What follows belongs to an exercise in optimizing a design on an open flow for small area; a production flow would make more cautious choices.
At most, simulation tests tie the RTL to the original design; equivalence was not proved.
Power figures rest on the tool's default switching activity, not on a simulated workload.

Setup of MS:
// CPU
module CPU(
    clk,
    inst,
    reset,
    address,
    out_data,
    store
);
Size in the first run: about 27 I/O pins.
Settings: LEC_CHECK=0, CAP_MARGIN=0, CORE_MARGIN=2, CORE_UTILIZATION=40, SLEW_MARGIN=0, SYNTH_HIERARCHICAL=1; clock period 6.0 ns.
standard.sh (not shown) runs the stock make flow with config.mk's settings and CLKGATE_MAP_FILE= SYNTH_SCRIPT=/design/flow/synth_recipe.tcl, a recipe that flattens the netlist after the stock synthesis.
==> flow/flow/run.sh <==
#!/bin/bash
set -e
export BUFFER_PORTS_ARGS="-buffer_cell sky130_fd_sc_hd__buf_1"
export CTS_ARGS="-sink_clustering_enable -repair_clock_nets -buf_list sky130_fd_sc_hd__clkbuf_8 -sink_clustering_size 30 -dont_use_dummy_load"
bash standard.sh > standard.log 2>&1
Here is what was changed in the inputs of JK compared with MS.
--- a/flow/config.mk
+++ b/flow/config.mk
@@ -7,6 +7,7 @@
 export LEC_CHECK = 0
-export CAP_MARGIN = 0
+export CAP_MARGIN = 20
 export CORE_MARGIN = 2
 export CORE_UTILIZATION = 40
-export SLEW_MARGIN = 0
+export GPL_TIMING_DRIVEN = 0
+export SLEW_MARGIN = 20
 export SYNTH_HIERARCHICAL = 1
==> comparison <==
Summary: with MS as the reference, total combinational power in JK moved up by a few percent. In JK, the minimum clock period came out 0.051 ns above the value in MS. JK drops fewer vias than MS. Compared to MS, JK has largest vdd supply drop about 13% lower. Across both runs, met2 wirelength from detailed routing was higher for JK than for MS. Going from MS to JK, non-clock buffer share of cell area shrinks by 2.8 points. JK: global-route usage 0.91 points below MS. As far as count of clock-buffer cells in the layout goes, JK and MS are indistinguishable; the numbers are identical. JK vs. MS: total power increased by 1.5% relative to the old numbers; post-route standard cell area excluding fillers went up.
No run of this note included a check of the RTL's function; only the layout flow was run.

Setup of pepper:
CPU again, from the RTL that the note above started with.
==> flow/config.mk <==
export PLATFORM = sky130hd
export DESIGN_NAME = CPU
export DESIGN_NICKNAME = CPU
export VERILOG_FILES = /design/flow/design.v
export SDC_FILE = /design/flow/constraint.sdc
export NUM_CORES = 4
export LEC_CHECK = 0
export CAP_MARGIN = 20
export CORE_MARGIN = 2
export CORE_UTILIZATION = 40
export SLEW_MARGIN = 20
export SYNTH_HIERARCHICAL = 1
==> flow/constraint.sdc <==
create_clock -name core_clock -period 6.0 [get_ports {clk}]
set_input_delay 1.2000 -clock core_clock [delete_from_list [all_inputs] [get_ports {clk}]]
set_output_delay 1.2000 -clock core_clock [all_outputs]
set_load 0.01 [all_outputs]
==> flow/flow/run.sh <==
#!/bin/bash
set -e
export BUFFER_PORTS_ARGS="-buffer_cell sky130_fd_sc_hd__buf_1"
export CTS_ARGS="-sink_clustering_enable -repair_clock_nets -buf_list sky130_fd_sc_hd__clkbuf_8 -sink_clustering_size 30 -dont_use_dummy_load"
export GPL_KEEP_OVERFLOW=0
bash standard.sh > standard.log 2>&1
pepper: PASS, flow complete, no timing, DRC or antenna violations
## Diff of input files: lagoon against pepper
Settings: swapping 40 for 65 in CORE_UTILIZATION.
==> flow/flow/run.sh <==
#!/bin/bash
set -e
export BUFFER_PORTS_ARGS="-buffer_cell sky130_fd_sc_hd__buf_1"
export CTS_ARGS="-sink_clustering_enable -repair_clock_nets -buf_list sky130_fd_sc_hd__clkbuf_8 -sink_clustering_size 30 -dont_use_dummy_load"
bash standard.sh > standard.log 2>&1
### Flow results
pepper -> lagoon: met3 routed wirelength increased by more than half
For sequential cell count, lagoon and pepper come out practically identical.
Comparing lagoon against pepper, there is no change at all in number of antenna repair diodes.
Sort lagoon and pepper by final core utilization asc -> top: pepper
On sequential power share, lagoon and pepper are neck and neck.
Delta(non-clock buffer total of the final layout, lagoon - pepper) > 0
Sequential fraction of total cell area on lagoon is up relative to pepper.
Cell area | lagoon vs pepper | lagoon smaller
Taking pepper as the reference, in lagoon instance area at placement went up by 2.9%; total power moved down.
diff inputs: lagoon => fjord
Settings: swapping 65 for 40 in CORE_UTILIZATION; swapping 20 for 0 in SLEW_MARGIN; swapping 20 for 0 in CAP_MARGIN.
==> flow/flow/run.sh <==
#!/bin/bash
set -e
export BUFFER_PORTS_ARGS="-buffer_cell sky130_fd_sc_hd__buf_1"
export CTS_ARGS="-sink_clustering_enable -repair_clock_nets -root_buf sky130_fd_sc_hd__clkbuf_8 -buf_list sky130_fd_sc_hd__clkbuf_4 -sink_clustering_size 30 -dont_use_dummy_load"
bash standard.sh > standard.log 2>&1
fjord against lagoon: layout buffering overhead excluding clock cells about even; switching share of power went down by 0.38 points; final number of hold-violating endpoints comparable; number of cells after detailed placement rose 25; post-route clock period utilization saw little to no change.
Compared with lagoon, in fjord slew at the pin with the worst max-slew slack lower; non-clock buffer count roughly the same.
Setup changes, fjord to violet
Settings: CAP_MARGIN: 0 -> 20; SLEW_MARGIN: 0 -> 20.
==> flow/flow/run.sh <==
#!/bin/bash
set -e
export BUFFER_PORTS_ARGS="-buffer_cell sky130_fd_sc_hd__buf_1"
export CTS_ARGS="-sink_clustering_enable -repair_clock_nets -buf_list sky130_fd_sc_hd__clkbuf_8 -sink_clustering_size 30 -dont_use_dummy_load"
bash standard.sh > standard.log 2>&1
## What came out
From fjord to violet, wire length of the first global-routing pass did not move at all.
Re period utilization: no difference whatsoever between fjord and violet.
Diff fjord -> violet: final global-route overflow total about even; power per standard cell area comparable.
violet -> fjord: power delta 0, exact match
On clock edge transition at the registers on the reported setup and hold paths, violet and fjord are basically level.
Comparing fjord against violet, there is no change at all in number of sequential cells.
From violet to fjord, number of diodes did not move at all.
Per the comparison of violet with fjord, shortest period the worst path allows now sits at about the same level; average cell area after synthesis stayed essentially flat.
Function was not checked in any run of this note: the RTL went through the layout flow alone.

Setup of red:
CPU, a different RTL version from the one above (not shown whole).
Settings: LEC_CHECK=0, CAP_MARGIN=20, CORE_MARGIN=2, CORE_UTILIZATION=40, SLEW_MARGIN=20, SYNTH_HIERARCHICAL=1; clock period 6.0 ns.
run.sh (not shown) runs the stock make flow with config.mk's settings and CLKGATE_MAP_FILE= SYNTH_SCRIPT=/design/flow/synth_recipe.tcl, a recipe that flattens the netlist after the stock synthesis.
Stock flow here: none of the scripts above is used.
red did not stop at any stage, and its layout met the timing, DRC and antenna checks.
Changes in blue relative to red:
==> flow/flow/run.sh (new file) <==
#!/bin/bash
set -e
export BUFFER_PORTS_ARGS="-buffer_cell sky130_fd_sc_hd__buf_1"
export CTS_ARGS="-sink_clustering_enable -repair_clock_nets -buf_list sky130_fd_sc_hd__clkbuf_8 -sink_clustering_size 30 -dont_use_dummy_load"
bash standard.sh > standard.log 2>&1
==> flow/standard.sh (new file) <==
#!/bin/bash
# synth_recipe.tcl (not shown) runs the flow's synth.tcl, then flattens the netlist and writes it again
# the make line also repeats each setting of config.mk as NAME=value (left out here)
make -C /OpenROAD-flow-scripts/flow DESIGN_CONFIG=/design/flow/config.mk WORK_HOME=/design/flow/orfs CLKGATE_MAP_FILE= SYNTH_SCRIPT=/design/flow/synth_recipe.tcl "${@:-finish}"
removed: flow/run.sh
--- outcome ---
- [blue vs red] global-route usage: lower in blue
- Going from red to blue, final worst setup slack went up; inverter count of the layout excluding clock inverters did not really move.
- Summary — clock-buffer cell count, blue relative to red: lower, by 2.
Inputs modified between blue and green:
- CTS_BUF_LIST: unset -> sky130_fd_sc_hd__clkbuf_8 sky130_fd_sc_hd__clkbuf_16
- CTS_CLUSTER_SIZE: unset -> 50
- CTS_CLUSTER_DIAMETER: unset -> 300
- GPL_TIMING_DRIVEN: unset -> 0
==> flow/run.sh (new file) <==
#!/bin/bash
# synth_recipe.tcl (not shown) runs the flow's synth.tcl, then flattens the netlist and writes it again
# the make line also repeats each setting of config.mk as NAME=value (left out here)
make -C /OpenROAD-flow-scripts/flow DESIGN_CONFIG=/design/flow/config.mk WORK_HOME=/design/flow/orfs CLKGATE_MAP_FILE= SYNTH_SCRIPT=/design/flow/synth_recipe.tcl finish
removed: flow/flow/run.sh
removed: flow/standard.sh
[summary]
- Against blue, green comes in 20% higher on combinational-cell power consumption.
- Looking at synthesis-to-layout area growth across blue and green, the one that comes out lower is blue.
- Going from blue to green, cell area saw an increase, number of vias per cell after detailed routing saw a decrease.
- Relative to blue, the cell count measured on green has increased slightly.
- Post-route clock period utilization: higher on green
- The clock slew at the register clock pins of the worst setup and hold paths on blue is in line with that on green.
- Diff blue -> green | routability-driven placement congestion ratio | decrease of 5.6%
- In the reports for blue and green, the smaller data arrival at the endpoint of the critical path belongs to blue.
- Side by side, global routing usage on met2 turned out higher in green than in blue.

-- separate check: timing with driven ports --
No port has a modelled driver above. Below, the same layouts with a new extraction and two added sets of constraints. Step 1, drivers: a clkbuf_16 drives clk and a buf_2 each remaining input, both assumed. Step 2, shift: input delay + t, output delay - t, t = (earliest + latest rising clock arrival at the registers) / 2. This alone moves slack from input paths to output paths. Slacks: no drivers / after step 1 / after step 2; pairs: no drivers / after step 1.
run | t, ns | slack for setup (ns) | latest minus earliest clock arrival (ns)
MS | 0.317 | 0.209 / 0.179 / 0.496 | 0.024 / 0.024
JK | 0.321 | 0.157 / 0.129 / 0.449 | 0.025 / 0.025
pepper | 0.315 | 0.237 / 0.208 / 0.523 | 0.026 / 0.026
lagoon | 0.324 | 0.217 / 0.190 / 0.514 | 0.017 / 0.016
fjord | 0.317 | 0.209 / 0.179 / 0.496 | 0.024 / 0.024
violet | 0.317 | 0.209 / 0.179 / 0.496 | 0.024 / 0.024
red | 0.330 | 0.208 / 0.178 / 0.508 | 0.007 / 0.007
blue | 0.319 | 0.318 / 0.291 / 0.610 | 0.015 / 0.015
green | 0.328 | 0.189 / 0.160 / 0.487 | 0.014 / 0.013
After both steps setup and hold are still met in every run listed.
